Context: an optimization exercise on an open-source flow, tuned for small area, a short achievable clock period and few clock cycles. The choices shown serve that exercise and are no tape-out recipe.
No functional check of the RTL was part of any run shown here.
Power and IR drop assume default switching activity.

==> flow/design.v (outline; a module is shown in full before it is edited, if it fits) <==
// module matrix_mult_pipelined_10: 2576 lines
// module mm10_fa: 4 lines
module matrix_mult_pipelined_10 #(parameter DATA_WIDTH = 8)(
    input clk,
    input rst,
    input in_valid,
    input [7:0] in_data,
    output reg in_ready,
    output reg out_valid,
    output reg [2*DATA_WIDTH-1:0] out_data
);
  // ...
==> flow/flow/run.sh <==
#!/bin/bash
# Standard layout (the standard.sh: unchanged synthesis and steps), with
# repair_timing asked to keep a larger setup slack than the default, so the
# resizer also speeds up paths that already meet the 10 ns clock.
bash standard.sh SETUP_SLACK_MARGIN=6.65 finish > standard.log 2>&1
==> flow/standard.sh <==
#!/bin/bash
# synth_recipe.tcl (not shown) runs the flow's synth.tcl, then flattens the netlist and writes it again
# the make line also repeats each setting of config.mk as NAME=value (left out here)
make -C /OpenROAD-flow-scripts/flow DESIGN_CONFIG=/design/flow/config.mk WORK_HOME=/design/flow/orfs CLKGATE_MAP_FILE= SYNTH_SCRIPT=/design/flow/synth_recipe.tcl "${@:-finish}"
==> flow/config.mk <==
export PLATFORM = sky130hd
export DESIGN_NAME = matrix_mult_pipelined_10
export DESIGN_NICKNAME = matrix_mult_pipelined_10
export VERILOG_FILES = /design/flow/design.v
export SDC_FILE = /design/flow/constraint.sdc
export NUM_CORES = 4
export LEC_CHECK = 0
export CAP_MARGIN = 20
export CORE_MARGIN = 2
export CORE_UTILIZATION = 65
export CTS_CLUSTER_DIAMETER = 100
export CTS_CLUSTER_SIZE = 25
export PLACE_DENSITY = 0.75
export SLEW_MARGIN = 20
export SYNTH_HIERARCHICAL = 1
export SYNTH_MINIMUM_KEEP_SIZE = 0
==> flow/constraint.sdc <==
create_clock -name core_clock -period 10.0 [get_ports {clk}]
set_input_delay 2.0000 -clock core_clock [delete_from_list [all_inputs] [get_ports {clk}]]
set_output_delay 2.0000 -clock core_clock [all_outputs]
set_load 0.01 [all_outputs]
==> out/metrics.yaml, run 1 <==
synthesis:
  netlist_instances: 3879
  synth_top_area_share: 0.6394
  synth_compound_area_frac: 0.007825
  synth.area.top_cells: "dfxtp_1 (64%), fa_1 (20%), nand2_1 (4.1%)"
cells_and_area:
  multi_input_gates: 1596
  largest_cell_class: "registers"
  design_area_sq_um: 63360
  multi_input_area_share: 0.2740
  nFlopsAndLatches: 2015
  final_cell_mix: "dfxtp_1 (1905), nand2_1 (653), fa_1 (591)"
  regArea_sq_um: 41290
  final_core_util: 0.6944
  nNonClkBuffers: 39
detailed_routing:
  via_count: 26040
  maxUsedRoutingLayer: "met4"
global_route:
  top_usage_layer: "met2"
  grt_max_degree: 56
  grtUsageMet2: 0.4011
setup_path:
  endpoint_kind: "flop"
  critPathRequiredTime_ps: 10650
  worst_path_max_delay_cell: "fa_1"
  crit_fanout: 1
worst_hold_path:
  hold_path.class: "reg2reg"
timing:
  setup_viol: 0
  skew_ps: 47.86
placement:
  gp_congestion: 0.9342
  port-buffer-count: 28
  place_area_sq_um: 60820
floorplan:
  pin_count: 29
  dieArea_sq_um: 94200
  row_count: 111
power_and_ir_drop:
  pwr_density_cell_nw_per_um2: 192.2
job:
  cap_violations: 0
cts:
  clk_pin_slew_ps: 100
status:
  status: "timing/DRC/antenna clean"
==> run 2, diff against run 1 <==
==> flow/flow/run.sh (replaced) <==
#!/bin/bash
# Standard layout (the standard.sh: unchanged synthesis and steps), with
# repair_timing asked to keep a larger setup slack than the default, so the
# resizer also speeds up paths that already meet the 10 ns clock.
bash standard.sh SETUP_SLACK_MARGIN=6.8 finish > standard.log 2>&1
==> out/metrics.yaml, run 2 <==
floorplan:
  die_h_um: 306.9  # unchanged
  core-area_sq_um: 91250  # unchanged
  initial_core_util: 0.6537  # unchanged
  row_count: 111  # unchanged
  pin_count: 29  # unchanged
  die_w_um: 306.9  # unchanged
  dieArea_sq_um: 94200  # unchanged
timing:
  slew_violations: 0  # unchanged
  min_period_ps: 3401  # was 3405 ps
  setup_slack_ps: 6599  # was 6595 ps
  rsz0062_at_grt: "yes"  # unchanged
  worst_slew_pin_slew_ps: 1003  # was 1147 ps
  tns_ps: 0  # unchanged
  holdWs_ps: 317.7  # was 307.8 ps
  fin_crit_sh: 0.3401  # was 0.3405
  slew_headroom: 0.3302  # was 0.2312
  fmax_mhz: 294.1  # was 293.7 MHz
  setup_viol: 0  # unchanged
  skew_ps: 26.34  # was 47.86 ps
  hold_viol: 0  # unchanged
cts:
  worstSkewPairLatency_ps: 700  # was 740 ps
  root_buffer: "clkbuf_16"  # unchanged
  numClockSinks: 2015  # unchanged
  htree_num_levels: 3  # unchanged
  clock_path_buffers: 3  # unchanged
  cts_tree: "yes"  # unchanged
  clk_pin_slew_ps: 110  # was 100 ps
  holdBufCountCts: 0  # unchanged
  cts-buffers-inserted: 91  # unchanged
power_and_ir_drop:
  total_power_mw: 12.22  # was 12.18 mW
  peakVddDrop_uv: 227.3  # was 202.9 uV
  leakage_nw: 20.95  # was 20.92 nW
  pwr_density_cell_nw_per_um2: 192.8  # was 192.2 nW/um^2
synthesis:
  ys_async_sr_fraction: 0.01489  # unchanged
  ys_ff_latch: 2015  # unchanged
  synth.area.top_cells: "dfxtp_1 (64%), fa_1 (20%), nand2_1 (4.1%)"  # unchanged
  synth_flop_cell: "dfxtp_1"  # unchanged
  synth_top_area_cell: "dfxtp_1"  # unchanged
  syn_area_sq_um: 59640  # unchanged
  yosysMostFrequentCell: "dfxtp_1"  # unchanged
  syn_avg_cell_area_sq_um: 15.38  # unchanged
  synth_fp_nets: 4522  # unchanged
  synth_warnings: 10  # unchanged
  yosysSeqAreaShare: 0.6923  # unchanged
  synth_common_cells: "dfxtp_1 (1905), nand2_1 (653), fa_1 (593), clkbuf_1 (172), inv_1 (90)"  # unchanged
  synth_edf_count: 80  # unchanged
  netlist_instances: 3879  # unchanged
  synth_top_area_share: 0.6394  # unchanged
  synth_cell_types: 58  # unchanged
setup_path:
  cp-start-kind: "flop"  # unchanged
  crit_arrival_ps: 4030  # was 4050 ps
  crit_type: "reg2reg"  # unchanged
  crit_fanout: 1  # unchanged
  endpoint_kind: "flop"  # unchanged
  critPathRequiredTime_ps: 10630  # was 10650 ps
global_route:
  grtUsageTotal: 0.2503  # was 0.2483
  grt_pass1_vias: 27700  # was 27460
  grt_max_degree: 59  # was 56
  overflow: 0  # unchanged
  antenna_found_initial: 6  # was 5
  grt_pass1_wl_mm: 170.0  # was 168.9 mm
placement:
  gp_congestion: 0.9136  # was 0.9342
  pre_cts_ws_ps: 6387  # was 6400 ps
  port-buffer-count: 28  # unchanged
  hpwlAfterDp_mm: 81.59  # was 80.64 mm
detailed_routing:
  first_iter_violations: 2285  # was 2049
  wirelength_mm: 113.3  # was 112.0 mm
  viasPerCell: 5.162  # was 5.148
  via_count: 26080  # was 26040
  drt-pass1-iter-count: 5  # unchanged
  ant_nets: 0  # unchanged
  wl_per_cell_um: 22.43  # was 22.13 um
  drcViolationCount: 0  # unchanged
status:
  status: "timing/DRC/antenna clean"  # unchanged
cells_and_area:
  layout_commonest_cell: "dfxtp_1"  # unchanged
  drive_above_1_share: 0.06805  # was 0.05891
  nets: 4475  # was 4476
  top_regs: "ra: 800 flops, rb: 800 flops, ah: 80 flops"  # unchanged
  syn2layout_area_growth_pct: 6.262  # was 6.226%
  final_cell_mix: "dfxtp_1 (1886), nand2_1 (653), fa_1 (591)"  # was dfxtp_1 (1905), nand2_1 (653), fa_1 (591)
worst_hold_path:
  hold_path.class: "reg2reg"  # unchanged
job:
  cap_violations: 0  # unchanged
==> run 2: cell counts after synthesis <==
No cell type changed its count.
==> run 2: logic make-up after synthesis <==
| group | count (synthesis) | share of synthesized area |
|---|---|---|
| mux | 93 | 0.01745 |
| xor+xnor | 45 | 0.006734 |
| fa+ha+maj | 632 | 0.2072 |
| compound gates | 71 | 0.007825 |
| simple gates | 755 | 0.05127 |
| flops | 2015 | 0.6923 |
| buf+inv | 268 | 0.01716 |
==> run 2: metrics by stage <==
step	instance area (sq um)	cells	utilization
after detailed placement	60810	4924	0.6664
after global routing	63370	5051	0.6945
final	63380	5053	0.6946
after global placement	60800	4924	0.6664
after floorplan	59650	3879	-
after CTS	63330	5051	0.6940
==> run 2: worst max-delay path, stage by stage, from the launching register on <==
cell	delay, ps
dfxtp_2	340
fa_1	550
fa_1	450
fa_1	550
fa_1	450
fa_2	370
xor2_2	160
xnor2_1	170
xnor2_1	160
xnor2_1	140
==> run 2: timing repair <==
action,4_1_cts,5_1_grt
setup buffers,1,0
setup endpoints to repair,78,83
pin swaps,2,0
gates resized for setup,78,21
==> run 2: power breakdown <==
| group | switching [mW] | total, mW | internal [mW] |
|---|---|---|---|
| logic | 0.00730 | 0.0166 | 0.00933 |
| registers | 0.0207 | 8.09 | 8.07 |
| clock network | 2.33 | 4.11 | 1.78 |
| total | 2.36 | 12.2 | 9.86 |
==> run 2: path summary, 6_finish.rpt <==
path,endpoint,cells after the start,startpoint,slack (ps)
min,ra[40][5],0,ra[39][5],320
min reg2reg,ra[40][5],0,ra[39][5],320
max,q2115,9,q1695,6600
max in group asynchronous,in_ready,2,rst,7820
max reg2reg,q2115,9,q1695,6600
min in group asynchronous,ix_u[3],2,rst,1710
==> run 2: modules after synthesis, one instance, submodules excluded <==
module | cell area [sq um] | flops+latches
matrix_mult_pipelined_10 | 47790 | 2015
mm10_fa | 20.02 | 0
==> run 2: final cells by class <==
type                       instances  area, sq um
timing repair buffer              38        277.8
fill                            6000        27870
clock inverter                     6        122.6
tap                             1186         1484
inverter                          90        337.8
clock buffer                     120         2460
multi-input combinational       1596        17370
antenna                            2        5.005
sequential                      2015        41320
==> run 2: per-layer routing <==
| layer | GRT usage | part of all wire | vias to the layer above |
|---|---|---|---|
| met3 | 0.04094 | 0.062 | 209 |
| met5 | 0 | 0 | - |
| met2 | 0.4093 | 0.48 | 887 |
| met4 | 0.1041 | 0.046 | 0 |
| li1 | - | - | 11740 |
| met1 | 0.3369 | 0.41 | 13240 |

what the ideal ports hide:
The flow's constraints put no driver on any port. The routed layouts listed below were extracted and timed again, unchanged, in two steps.
Step 1, drivers: a clkbuf_16 drives clk and a buf_2 each remaining input, both assumed.
Step 2, shift: input delay + t, output delay - t, t = (earliest + latest rising clock arrival at the registers) / 2. This alone moves slack from input paths to output paths.
Slacks: ideal / step 1 / step 2; pairs: ideal / step 1.
run | t, ns | setup WS [ns] | worst slew at a driven data input, ns | pins driven straight from the clock port
run 1 | 0.780 | 6.595 / 6.595 / 6.395 | 0.04 | 1
run 2 | 0.748 | 6.599 / 6.599 / 6.376 | 0.03 | 1
After both steps every run listed still meets setup and hold. For run 2, which loses most, drivers alone change the setup slack by 0.000 ns; drivers and shift together by -0.223 ns.
